From an optimization exercise on the open Yosys and OpenROAD flow, aimed at small area and a short achievable clock period; shortcuts taken in it are not production practice.
At most, simulation tests tie the RTL to the original design; equivalence was not proved.

## ENIGMA
module ENIGMA(
	clk,
	rst_n,
	in_valid,
	in_valid_2,
	crypt_mode,
	code_in,
	out_code,
	out_valid
);
export LEC_CHECK = 0
export CAP_MARGIN = 20
export CORE_MARGIN = 2
export CORE_UTILIZATION = 45
export CTS_CLUSTER_DIAMETER = 100
export CTS_CLUSTER_SIZE = 24
export PLACE_DENSITY = 0.6
export SLEW_MARGIN = 20
export TNS_END_PERCENT = 5
create_clock -name core_clock -period 15.0 [get_ports {clk}]
standard.sh (not shown) runs the stock make flow with config.mk's settings and CLKGATE_MAP_FILE= SYNTH_SCRIPT=/design/flow/synth_recipe.tcl, a recipe that flattens the netlist after the stock synthesis.
==> flow/flow/run.sh <==
#!/bin/bash
set -euo pipefail
bash standard.sh finish SETUP_SLACK_MARGIN=10 > make_finish.log 2>&1
Change:
--- a/flow/design.v
+++ b/flow/design.v
@@ -104,34 +104,33 @@
 reg [5:0] nc [0:3];
 always @(*) begin
 	for (k = 0; k < 4; k = k + 1)
 		nc[k] = win[{1'b1, w[1:0]} - k];
 end
 always @(posedge clk) begin
 	for (k = 0; k < 4; k = k + 1) begin
 		cand[k] <= nc[k];
 		cgrp[k] <= 8'd1 << nc[k][5:3];
 	end
 end
-reg [2:0] bsc [0:3];
 reg [5:0] s2;
 reg [2:0] bslot;
 reg [3:0] s2lo;              
 integer c;
 always @(*) begin
 	s2 = 6'd0;
 	bslot = 3'd0;
 	s2lo = 4'd0;
 	for (c = 0; c < 4; c = c + 1) begin
 		s2 = s2 | ({6{shh[c]}} & cand[c]);
-		bslot = bslot | ({3{shh[c]}} & bsc[c]);
+		bslot = bslot | ({3{shh[c]}} & pt[cand[c][2:0]]);
 		for (k = 0; k < 4; k = k + 1)
 			s2lo[k] = s2lo[k] | (shh[c] & (cand[c][1:0] == k));
 	end
 end
 reg [7:0] gsel;
 reg [5:0] bg [0:7];
 always @(*) begin
 	gsel = 8'd0;
 	for (c = 0; c < 4; c = c + 1)
 		gsel = gsel | ({8{shh[c]}} & cgrp[c]);
 	for (k = 0; k < 8; k = k + 1) begin
@@ -168,44 +167,35 @@
 wire [2:0] s5hi = {hit_grp[4] | hit_grp[5] | hit_grp[6] | hit_grp[7],
                    hit_grp[2] | hit_grp[3] | hit_grp[6] | hit_grp[7],
                    hit_grp[1] | hit_grp[3] | hit_grp[5] | hit_grp[7]};
 wire [5:0] s5 = {s5hi, s5lo};
 wire [3:0] shn = mode ? s5q : s2lo;
 wire [2:0] ty = s3[2:0] ^ {3{mode}};
 reg [2:0] ptd [0:7];
 always @(*) begin
 	for (k = 0; k < 8; k = k + 1)
 		ptd[k] = pt[k] - 3'd1;
 end
-reg [2:0] ptn [0:7];         
-always @(*) begin
-	for (k = 0; k < 8; k = k + 1)
-		ptn[k] = iv ? k : (v1 ? ptd[grp_src(ty, k)] : ptd[k]);
-end
-always @(posedge clk) begin
-	for (k = 0; k < 4; k = k + 1)
-		bsc[k] <= ptn[nc[k][2:0]];
-end
 always @(posedge clk) begin
 	if (iv) begin
 		ro_lag <= 6'd63;
 		shh    <= 4'b0001;
 		for (k = 0; k < 8; k = k + 1) begin
 			pt[k] <= k;
 			qt[k] <= k;
 		end
 	end else begin
 		ro_lag <= ro_off;
 		shh    <= v1 ? shn : 4'b0001;
 		for (k = 0; k < 8; k = k + 1) begin
-			pt[k] <= ptn[k];
+			pt[k] <= v1 ? ptd[grp_src(ty, k)] : ptd[k];
 			qt[k] <= v1 ? grp_src(ty, qt[(k + 1) % 8]) : qt[(k + 1) % 8];
 		end
 	end
 end
 reg v2;
 reg [5:0] s5_r;
 reg [5:0] off_r;
 always @(posedge clk or negedge rst_n) begin
 	if (!rst_n) v2 <= 1'b0;
 	else v2 <= v1;
 end
What happened: Cell area fell by about 10%. Via count is lower by about 20%. Utilization goes down by 2.5 points. Non-clock buffer count falls by 199. Worst hold slack is worse by 0.031 ns. Wire length falls by about 24%. Area after synthesis fell by about 6%. Fmax rises by about 9%. Die area shrinks by about 6%. Final cell count drops by 13%. Sequential share of layout area is higher by 3.8 points. Synthesized cell count is lower by about 11%. Global-route usage falls by 9.2 points.
For the first run of this note, only the layout was checked, not whether the RTL still works.

The RTL this note starts from:
==> flow/design.v <==
module ENIGMA(
	clk,
	rst_n,
	in_valid,
	in_valid_2,
	crypt_mode,
	code_in,
	out_code,
	out_valid
);
input clk;
input rst_n;
input in_valid;
input in_valid_2;
input crypt_mode;
input [5:0] code_in;
output reg out_valid;
output reg [5:0] out_code;
integer i, g, k;
function [2:0] grp_src;
	input [2:0] ty;
	input [2:0] p;
	begin
		case (ty)
			3'd1: grp_src = p ^ 3'd1;
			3'd2: grp_src = p ^ 3'd2;
			3'd3: grp_src = (p == 3'd0 || p == 3'd7) ? p : (p <= 3'd3 ? p + 3'd3 : p - 3'd3);
			3'd4: grp_src = p ^ 3'd4;
			3'd5: grp_src = (p == 3'd3 || p == 3'd4) ? p : (p <= 3'd2 ? p + 3'd5 : p - 3'd5);
			3'd6: case (p)
					3'd0: grp_src = 3'd6; 3'd1: grp_src = 3'd7; 3'd2: grp_src = 3'd3; 3'd3: grp_src = 3'd2;
					3'd4: grp_src = 3'd5; 3'd5: grp_src = 3'd4; 3'd6: grp_src = 3'd0; default: grp_src = 3'd1;
				  endcase
			3'd7: grp_src = 3'd7 - p;
			default: grp_src = p;
		endcase
	end
endfunction
reg iv, iv2;
reg cm;
reg [5:0] code;
always @(posedge clk or negedge rst_n) begin
	if (!rst_n) begin
		iv  <= 1'b0;
		iv2 <= 1'b0;
	end else begin
		iv  <= in_valid;
		iv2 <= in_valid_2;
	end
end
always @(posedge clk) begin
	cm   <= crypt_mode;
	code <= code_in;
end
reg [6:0] cnt;
reg mode;
always @(posedge clk or negedge rst_n) begin
	if (!rst_n) cnt <= 7'd0;
	else if (iv) cnt <= cnt + 7'd1;
	else cnt <= 7'd0;
end
always @(posedge clk or negedge rst_n) begin
	if (!rst_n) mode <= 1'b0;
	else if (iv && cnt == 7'd0) mode <= cm;
end
reg [5:0] ra [0:63];         
reg [5:0] rb [0:63];         
wire loadA = iv & ~cnt[6];
always @(posedge clk) begin
	for (i = 0; i < 63; i = i + 1)
		ra[i] <= ra[i + 1];
	ra[63] <= loadA ? code : ra[0];
end
always @(posedge clk) begin
	for (g = 0; g < 8; g = g + 1) begin
		for (k = 0; k < 7; k = k + 1)
			rb[8 * g + k] <= rb[8 * g + k + 1];
		rb[8 * g + 7] <= (iv && cnt[6] && cnt[5:3] == g) ? code : rb[8 * g];
	end
end
reg [5:0] ro_lag;
reg [3:0] shh;
reg [2:0] pt [0:7];          
reg [2:0] qt [0:7];          
wire [1:0] sh_r = {shh[2] | shh[3], shh[1] | shh[3]};
wire [5:0] ro_off = ro_lag + 6'd1 + {4'd0, sh_r};
reg v1;
always @(posedge clk or negedge rst_n) begin
	if (!rst_n) v1 <= 1'b0;
	else v1 <= iv2;
end
wire [5:0] w = code - ro_off;
wire [3:0] wb = w[5:2];
wire [3:0] wb1 = w[5:2] - 4'd1;
reg [5:0] win [0:7];         
reg [5:0] cand [0:3];        
always @(*) begin
	for (k = 0; k < 4; k = k + 1) begin
		win[4 + k] = ra[{wb, k[1:0]}];
		win[k]     = ra[{wb1, k[1:0]}];
	end
end
always @(posedge clk) begin
	for (k = 0; k < 4; k = k + 1)
		cand[k] <= win[{1'b1, w[1:0]} - k];
end
reg [5:0] s2;
reg [7:0] gsel;              
reg [7:0] bsel;              
reg [3:0] s2lo;              
integer c;
always @(*) begin
	s2 = 6'd0;
	gsel = 8'd0;
	bsel = 8'd0;
	s2lo = 4'd0;
	for (c = 0; c < 4; c = c + 1) begin
		s2 = s2 | ({6{shh[c]}} & cand[c]);
		for (k = 0; k < 8; k = k + 1) begin
			gsel[k] = gsel[k] | (shh[c] & (cand[c][5:3] == k));
			bsel[k] = bsel[k] | (shh[c] & (pt[cand[c][2:0]] == k));
		end
		for (k = 0; k < 4; k = k + 1)
			s2lo[k] = s2lo[k] | (shh[c] & (cand[c][1:0] == k));
	end
end
reg [5:0] bgs [0:7];         
reg [5:0] s3;
always @(*) begin
	for (k = 0; k < 8; k = k + 1) begin
		bgs[k] = 6'd0;
		for (g = 0; g < 8; g = g + 1)
			bgs[k] = bgs[k] | ({6{gsel[g]}} & rb[8 * g + k]);
	end
	s3 = 6'd0;
	for (k = 0; k < 8; k = k + 1)
		s3 = s3 | ({6{bsel[k]}} & bgs[k]);
end
wire [5:0] s4 = ~s3;
wire [63:0] hit;
genvar gi;
generate for (gi = 0; gi < 64; gi = gi + 1) begin : cam_b
	assign hit[gi] = (rb[gi] == s4);
end endgenerate
reg [7:0] hit_slot;
reg [7:0] hit_grp;
reg [2:0] s5lo;
reg [3:0] s5q;               
always @(*) begin
	for (k = 0; k < 8; k = k + 1) begin
		hit_slot[k] = hit[k] | hit[8 + k] | hit[16 + k] | hit[24 + k] |
		              hit[32 + k] | hit[40 + k] | hit[48 + k] | hit[56 + k];
		hit_grp[k]  = |hit[8 * k +: 8];
	end
	s5lo = 3'd0;
	s5q = 4'd0;
	for (k = 0; k < 8; k = k + 1) begin
		s5lo = s5lo | ({3{hit_slot[k]}} & qt[k]);
		for (c = 0; c < 4; c = c + 1)
			s5q[c] = s5q[c] | (hit_slot[k] & (qt[k][1:0] == c));
	end
end
wire [2:0] s5hi = {hit_grp[4] | hit_grp[5] | hit_grp[6] | hit_grp[7],
                   hit_grp[2] | hit_grp[3] | hit_grp[6] | hit_grp[7],
                   hit_grp[1] | hit_grp[3] | hit_grp[5] | hit_grp[7]};
wire [5:0] s5 = {s5hi, s5lo};
wire [3:0] shn = mode ? s5q : s2lo;
wire [2:0] ty = s3[2:0] ^ {3{mode}};
reg [2:0] ptd [0:7];
always @(*) begin
	for (k = 0; k < 8; k = k + 1)
		ptd[k] = pt[k] - 3'd1;
end
always @(posedge clk) begin
	if (iv) begin
		ro_lag <= 6'd63;
		shh    <= 4'b0001;
		for (k = 0; k < 8; k = k + 1) begin
			pt[k] <= k;
			qt[k] <= k;
		end
	end else begin
		ro_lag <= ro_off;
		shh    <= v1 ? shn : 4'b0001;
		for (k = 0; k < 8; k = k + 1) begin
			pt[k] <= v1 ? ptd[grp_src(ty, k)] : ptd[k];
			qt[k] <= v1 ? grp_src(ty, qt[(k + 1) % 8]) : qt[(k + 1) % 8];
		end
	end
end
reg v2;
reg [5:0] s5_r;
reg [5:0] off_r;
always @(posedge clk or negedge rst_n) begin
	if (!rst_n) v2 <= 1'b0;
	else v2 <= v1;
end
always @(posedge clk) begin
	s5_r  <= s5;
	off_r <= ro_off + 6'd1;
end
reg [5:0] hitA;
always @(*) begin
	hitA = 6'd0;
	for (k = 0; k < 64; k = k + 1)
		if (ra[k] == s5_r) hitA = hitA | k;
end
wire [5:0] s6 = hitA + off_r;
always @(posedge clk or negedge rst_n) begin
	if (!rst_n) begin
		out_valid <= 1'b0;
		out_code  <= 6'd0;
	end else begin
		out_valid <= v2;
		out_code  <= v2 ? s6 : 6'd0;
	end
end
endmodule
Settings: LEC_CHECK=0, CAP_MARGIN=20, CORE_MARGIN=2, CORE_UTILIZATION=25, PLACE_DENSITY=0.4, SLEW_MARGIN=20, TNS_END_PERCENT=5; clock period 15.0 ns.
Scripts as last shown in full above: flow/flow/run.sh
==> next run, changes <==
--- a/flow/design.v
+++ b/flow/design.v
@@ -106,35 +106,24 @@
 end
 reg [5:0] s2;
-reg [7:0] gsel;              
-reg [7:0] bsel;              
+reg [2:0] bslot;
 reg [3:0] s2lo;              
 integer c;
 always @(*) begin
 	s2 = 6'd0;
-	gsel = 8'd0;
-	bsel = 8'd0;
+	bslot = 3'd0;
 	s2lo = 4'd0;
 	for (c = 0; c < 4; c = c + 1) begin
 		s2 = s2 | ({6{shh[c]}} & cand[c]);
-		for (k = 0; k < 8; k = k + 1) begin
-			gsel[k] = gsel[k] | (shh[c] & (cand[c][5:3] == k));
-			bsel[k] = bsel[k] | (shh[c] & (pt[cand[c][2:0]] == k));
-		end
+		bslot = bslot | ({3{shh[c]}} & pt[cand[c][2:0]]);
 		for (k = 0; k < 4; k = k + 1)
 			s2lo[k] = s2lo[k] | (shh[c] & (cand[c][1:0] == k));
 	end
 end
-reg [5:0] bgs [0:7];         
-reg [5:0] s3;
-always @(*) begin
-	for (k = 0; k < 8; k = k + 1) begin
-		bgs[k] = 6'd0;
-		for (g = 0; g < 8; g = g + 1)
-			bgs[k] = bgs[k] | ({6{gsel[g]}} & rb[8 * g + k]);
-	end
-	s3 = 6'd0;
+reg [5:0] bg [0:7];
+always @(*) begin
 	for (k = 0; k < 8; k = k + 1)
-		s3 = s3 | ({6{bsel[k]}} & bgs[k]);
-end
+		bg[k] = rb[{s2[5:3], k[2:0]}];
+end
+wire [5:0] s3 = bg[bslot];
 wire [5:0] s4 = ~s3;
 wire [63:0] hit;
Outcome:
- area after synthesis goes down by 2.4%
- wire length drops by 12%
- sequential share of layout area rises by 0.88 points
- design area decreases by 3.0%
- die area shrinks by 2.4%
- sequential cell count does not change
- non-clock buffer count fell by 51
- via count went down by 11%
Only the layout flow was run in the first run of this note; the RTL was not checked for function there.

[afterwards: timing with drivers on the ports]
The flow's constraints put no driver on any port. The routed layouts listed below were extracted and timed again, unchanged, in two steps. Step 1 assumes that a clkbuf_16 drives the clock port and a buf_2 every other input. Step 2 moves the port delays by t, midway between the first and last clock arrival at a register: inputs arrive t later, outputs are due t later. That takes back most of the time a late clock gives input paths. Slacks: ideal ports / drivers / drivers and shift; pairs: ideal ports / drivers.
run	shift t [ns]	setup slack, ns	hold WS [ns]
the first run of note 1	0.795	9.408 / 9.408 / 9.408	0.368 / 0.368 / 0.368
the second run of note 1	0.768	9.865 / 9.865 / 9.865	0.337 / 0.337 / 0.337
the first run of note 2	0.839	9.546 / 9.546 / 9.546	0.349 / 0.349 / 0.349
the second run of note 2	0.824	9.900 / 9.900 / 9.900	0.352 / 0.352 / 0.352
After both steps setup and hold are still met in every run listed.
